This design comes from an exercise in tuning for small area on the open sky130 flow, not from production work.
Where RTL was checked, it was by simulation tests only, not by an equivalence proof against the original.

==> flow/design.v (excerpt) <==
module soc_top (
    input  wire        clk,
    input  wire        rst,
    input  wire [3:0]  sensor_in,
    input  wire [15:0] y_feedback,
    output wire [15:0] actuator_out
);
Settings: LEC_CHECK=0, CAP_MARGIN=10, CORE_MARGIN=2, CORE_UTILIZATION=60, SLEW_MARGIN=10; clock period 3.0 ns.
standard.sh (not shown) runs the stock make flow with config.mk's settings and CLKGATE_MAP_FILE= SYNTH_SCRIPT=/design/flow/synth_recipe.tcl, a recipe that flattens the netlist after the stock synthesis.
==> flow/flow/run.sh <==
#!/bin/bash
# Own layout flow: the standard layout (standard.sh, unchanged synthesis)
# with two changes: the port buffers are sky130_fd_sc_hd__buf_1 instead of
# the cell buffer_ports picks by default, and CTS uses clkbuf_4 (root) and
# clkbuf_8 (sinks) without dummy loads.
set -euo pipefail
CTS="-sink_clustering_enable -repair_clock_nets -dont_use_dummy_load -buf_list {sky130_fd_sc_hd__clkbuf_4 sky130_fd_sc_hd__clkbuf_8} -root_buf sky130_fd_sc_hd__clkbuf_4 -sink_buffer_max_cap_derate 0.01"
bash standard.sh "BUFFER_PORTS_ARGS=-buffer_cell sky130_fd_sc_hd__buf_1" "CTS_ARGS=$CTS" finish > make_finish.log 2>&1
The first run passed the timing, DRC and antenna checks.
Edit:
==> flow/flow/run.sh (replaced) <==
#!/bin/bash
# Own layout flow. It is the standard layout (standard.sh) with these
# changes:
#  - synthesis: the standard flow's own synthesis script (synth_recipe.tcl, so the same
#    passes, register names and flattening) except that ABC maps the logic
#    with flow/abc.script, an area-leaning script, in place of ORFS's
#    delay-driven abc_speed.script;
#  - the port buffers are sky130_fd_sc_hd__buf_1 (buffer_ports -buffer_cell);
#  - CTS uses sky130_fd_sc_hd__clkbuf_4 and no dummy loads.
# Every tool's output goes to a log file in this folder (make_*.log) and,
# as usual, to orfs/logs/.
set -euo pipefail
HERE=$(pwd)
sed "s#source \$::env(SCRIPTS_DIR)/synth.tcl#source $HERE/synth_orfs.tcl#" synth_recipe.tcl > synth_custom.tcl
grep -q "source $HERE/synth_orfs.tcl" synth_custom.tcl
sed "/synth_preamble.tcl/a set abc_args [lreplace \$abc_args 1 1 $HERE/flow/abc.script]" "$FLOW_HOME/scripts/synth.tcl" > synth_orfs.tcl
grep -q "flow/abc.script" synth_orfs.tcl
CTS="-sink_clustering_enable -repair_clock_nets -dont_use_dummy_load -buf_list sky130_fd_sc_hd__clkbuf_8"
bash standard.sh "SYNTH_SCRIPT=$HERE/synth_custom.tcl" \
  "BUFFER_PORTS_ARGS=-buffer_cell sky130_fd_sc_hd__buf_1" \
  "CTS_ARGS=$CTS" finish > make_finish.log 2>&1
==> flow/flow/abc.script (new file) <==
&get -n
&st
&dch
&nf
&st
&syn2
&dch
&nf
&st
&syn2
&dch
&nf
&put
buffer -c
topo
stime -c
upsize -c
dnsize -c
--- a/flow/config.mk
+++ b/flow/config.mk
@@ -7,5 +7,5 @@
 export LEC_CHECK = 0
-export CAP_MARGIN = 10
+export CAP_MARGIN = 20
 export CORE_MARGIN = 2
-export CORE_UTILIZATION = 60
-export SLEW_MARGIN = 10
+export CORE_UTILIZATION = 65
+export SLEW_MARGIN = 20
Outcome:
- With this change the flow finished but fails on setup timing
- wire length came out higher by 13%
- utilization goes up by 15 points
- cell count came out higher by 1.4%
- design area is higher by 4.9%
- worst hold slack gains 0.18 ns
No functional check of the RTL was part of any run of this note.

soc_top, a different RTL version from the one above (not shown whole).
For scale: roughly 300 cells after synthesis, about 82 flip-flops, roughly 4000 sq um of cells after synthesis.
Settings: LEC_CHECK=0, CAP_MARGIN=10, CORE_MARGIN=2, CORE_UTILIZATION=55, SLEW_MARGIN=10; clock period 3.0 ns.
==> flow/flow/run.sh <==
#!/bin/bash
# Own layout flow: the standard layout (standard.sh, unchanged synthesis)
# with two changes: the port buffers are sky130_fd_sc_hd__buf_1 instead of
# the cell buffer_ports picks by default, and CTS uses clkbuf_4 (root) and
# clkbuf_8 (sinks) without dummy loads.
set -euo pipefail
CTS="-sink_clustering_enable -repair_clock_nets -dont_use_dummy_load -buf_list {sky130_fd_sc_hd__clkbuf_4 sky130_fd_sc_hd__clkbuf_8} -root_buf sky130_fd_sc_hd__clkbuf_4 -sink_buffer_max_cap_derate 0.01"
bash standard.sh "BUFFER_PORTS_ARGS=-buffer_cell sky130_fd_sc_hd__buf_1" "CTS_ARGS=$CTS" finish > make_finish.log 2>&1
Edit:
- CORE_UTILIZATION: 55 -> 60
- PLACE_DENSITY: default -> 0.8
Outcome: The changed run completed without violations. Die area drops by 8.0%. Wire length climbs by 0.53%. Critical path depth is unchanged.
Edit:
--- a/flow/flow/run.sh
+++ b/flow/flow/run.sh
@@ -7,2 +7,2 @@
 CTS="-sink_clustering_enable -repair_clock_nets -dont_use_dummy_load -buf_list {sky130_fd_sc_hd__clkbuf_4 sky130_fd_sc_hd__clkbuf_8} -root_buf sky130_fd_sc_hd__clkbuf_4 -sink_buffer_max_cap_derate 0.01"
-bash standard.sh "BUFFER_PORTS_ARGS=-buffer_cell sky130_fd_sc_hd__buf_1" "CTS_ARGS=$CTS" finish > make_finish.log 2>&1
+bash standard.sh "BUFFER_PORTS_ARGS=-buffer_cell sky130_fd_sc_hd__buf_1" "CTS_ARGS=$CTS" RECOVER_POWER=100 finish > make_finish.log 2>&1
- PLACE_DENSITY: 0.8 -> default
Effect: This time the run completed, yet does not pass: capacitance limit, slew limit; cell area drops slightly; setup slack is better by 20 ps; global-route usage went up by 0.68 points; hold slack improved by 46 ps; via count decreases slightly; area after synthesis stays the same; die area does not change; non-clock buffer count is unchanged; routed wire length grows slightly; clock-buffer cell count stays the same.
Edit:
--- a/flow/flow/run.sh
+++ b/flow/flow/run.sh
@@ -7,2 +7,2 @@
 CTS="-sink_clustering_enable -repair_clock_nets -dont_use_dummy_load -buf_list {sky130_fd_sc_hd__clkbuf_4 sky130_fd_sc_hd__clkbuf_8} -root_buf sky130_fd_sc_hd__clkbuf_4 -sink_buffer_max_cap_derate 0.01"
-bash standard.sh "BUFFER_PORTS_ARGS=-buffer_cell sky130_fd_sc_hd__buf_1" "CTS_ARGS=$CTS" RECOVER_POWER=100 finish > make_finish.log 2>&1
+bash standard.sh "BUFFER_PORTS_ARGS=-buffer_cell sky130_fd_sc_hd__buf_1" "CTS_ARGS=$CTS" finish > make_finish.log 2>&1
- CAP_MARGIN: 10 -> 0
- SLEW_MARGIN: 10 -> 0
Result: The new run went through all stages and came out clean; hold slack is worse by 62 ps; wire length stays flat; final area rises by 0.44%; clock-buffer cell count stays the same; non-clock buffer count does not change.

soc_top, a different RTL version from the one above (not shown whole).
For scale: about 430 cells after synthesis.
make LEC_CHECK=0 CAP_MARGIN=20 CORE_MARGIN=2 CORE_UTILIZATION=40 CTS_BUF_LIST=sky130_fd_sc_hd__clkbuf_4 SLEW_MARGIN=20 finish   # period 3.0 ns
run.sh (not shown) runs the stock make flow with config.mk's settings and CLKGATE_MAP_FILE= SYNTH_SCRIPT=/design/flow/synth_recipe.tcl, a recipe that flattens the netlist after the stock synthesis.
Stock flow here: none of the scripts above is used.
The first run finished with timing, DRC and antenna clean.
Change:
--- a/flow/config.mk
+++ b/flow/config.mk
@@ -9,4 +9,3 @@
 export CORE_MARGIN = 2
 export CORE_UTILIZATION = 40
-export CTS_BUF_LIST = sky130_fd_sc_hd__clkbuf_4
 export SLEW_MARGIN = 20
Wire length rises slightly. Count of clock-buffer cells in the layout is unchanged. Hold slack is worse by 9.3 ps. Core utilization rises by 1.2 points.
No run of this note included a check of the RTL's function; only the layout flow was run.

soc_top, a different RTL version from the one above (not shown whole).
Size in the first run: roughly 38 I/O pins, about 0.0039 sq mm of cells after synthesis.
Settings: LEC_CHECK=0, CAP_MARGIN=20, CORE_MARGIN=2, CORE_UTILIZATION=60, SLEW_MARGIN=20; clock period 3.0 ns.
standard.sh (not shown) runs the stock make flow with config.mk's settings and CLKGATE_MAP_FILE= SYNTH_SCRIPT=/design/flow/synth_recipe.tcl, a recipe that flattens the netlist after the stock synthesis.
==> flow/flow/run.sh <==
#!/bin/bash
# Own layout flow: the standard layout (standard.sh, unchanged synthesis)
# with two changes: the port buffers are sky130_fd_sc_hd__buf_1 instead of
# the cell buffer_ports picks by default, and CTS runs without dummy loads.
set -euo pipefail
CTS="-sink_clustering_enable -repair_clock_nets -dont_use_dummy_load -buf_list sky130_fd_sc_hd__clkbuf_8 -root_buf sky130_fd_sc_hd__clkbuf_4"
bash standard.sh "BUFFER_PORTS_ARGS=-buffer_cell sky130_fd_sc_hd__buf_1" "CTS_ARGS=$CTS" finish > make_finish.log 2>&1
The starting point completed, yet does not pass: setup timing.
Change:
--- a/flow/flow/run.sh
+++ b/flow/flow/run.sh
@@ -6 +6 @@
-CTS="-sink_clustering_enable -repair_clock_nets -dont_use_dummy_load -buf_list sky130_fd_sc_hd__clkbuf_8 -root_buf sky130_fd_sc_hd__clkbuf_4"
+CTS="-sink_clustering_enable -repair_clock_nets -dont_use_dummy_load -buf_list {sky130_fd_sc_hd__clkbuf_4 sky130_fd_sc_hd__clkbuf_8} -root_buf sky130_fd_sc_hd__clkbuf_4 -sink_buffer_max_cap_derate 0.01"
=>
- The new run produced a layout that fails on setup timing
- die area is unchanged
- utilization stays the same
- sequential cell count is unchanged
- via count stays the same
- routed wire length stays the same
- register-to-register slack barely changes
Function was not checked in any run of this note: the RTL went through the layout flow alone.

[port drivers added, routing unchanged]
How much do the figures lean on ideal ports? The routed layouts below were timed once more, with nothing changed but the port constraints.
Step 1 assumes that a clkbuf_16 drives the clock port and a buf_2 every other input.
Step 2 also shifts input and output timing later by t, the mid clock arrival at the registers, as if the neighbouring blocks saw the same clock.
a / b / c = no drivers / after step 1 / after step 2; a / b = the first two.
| run | t (ns) | slack for setup (ns) | worst setup path at the end | cell pins on the clock port's net |
|---|---|---|---|---|
| the first run of note 1 | 0.428 | 0.079 / 0.079 / 0.079 | register to register | 1 |
| the second run of note 1 | 0.364 | -0.796 / -0.796 / -0.796 | register to register | 1 |
| the first run of note 2 | 0.424 | 0.155 / 0.155 / 0.155 | register to register | 1 |
| the second run of note 2 | 0.422 | 0.100 / 0.100 / 0.100 | register to register | 1 |
| the third run of note 2 | 0.415 | 0.120 / 0.120 / 0.120 | register to register | 1 |
| the fourth run of note 2 | 0.417 | 0.132 / 0.132 / 0.132 | register to register | 1 |
| the first run of note 3 | 0.457 | 0.177 / 0.177 / 0.177 | register to register | 1 |
| the second run of note 3 | 0.365 | 0.144 / 0.144 / 0.144 | register to register | 1 |
| the first run of note 4 | 0.424 | -0.290 / -0.290 / -0.290 | register to register | 1 |
| the second run of note 4 | 0.424 | -0.290 / -0.290 / -0.290 | register to register | 1 |
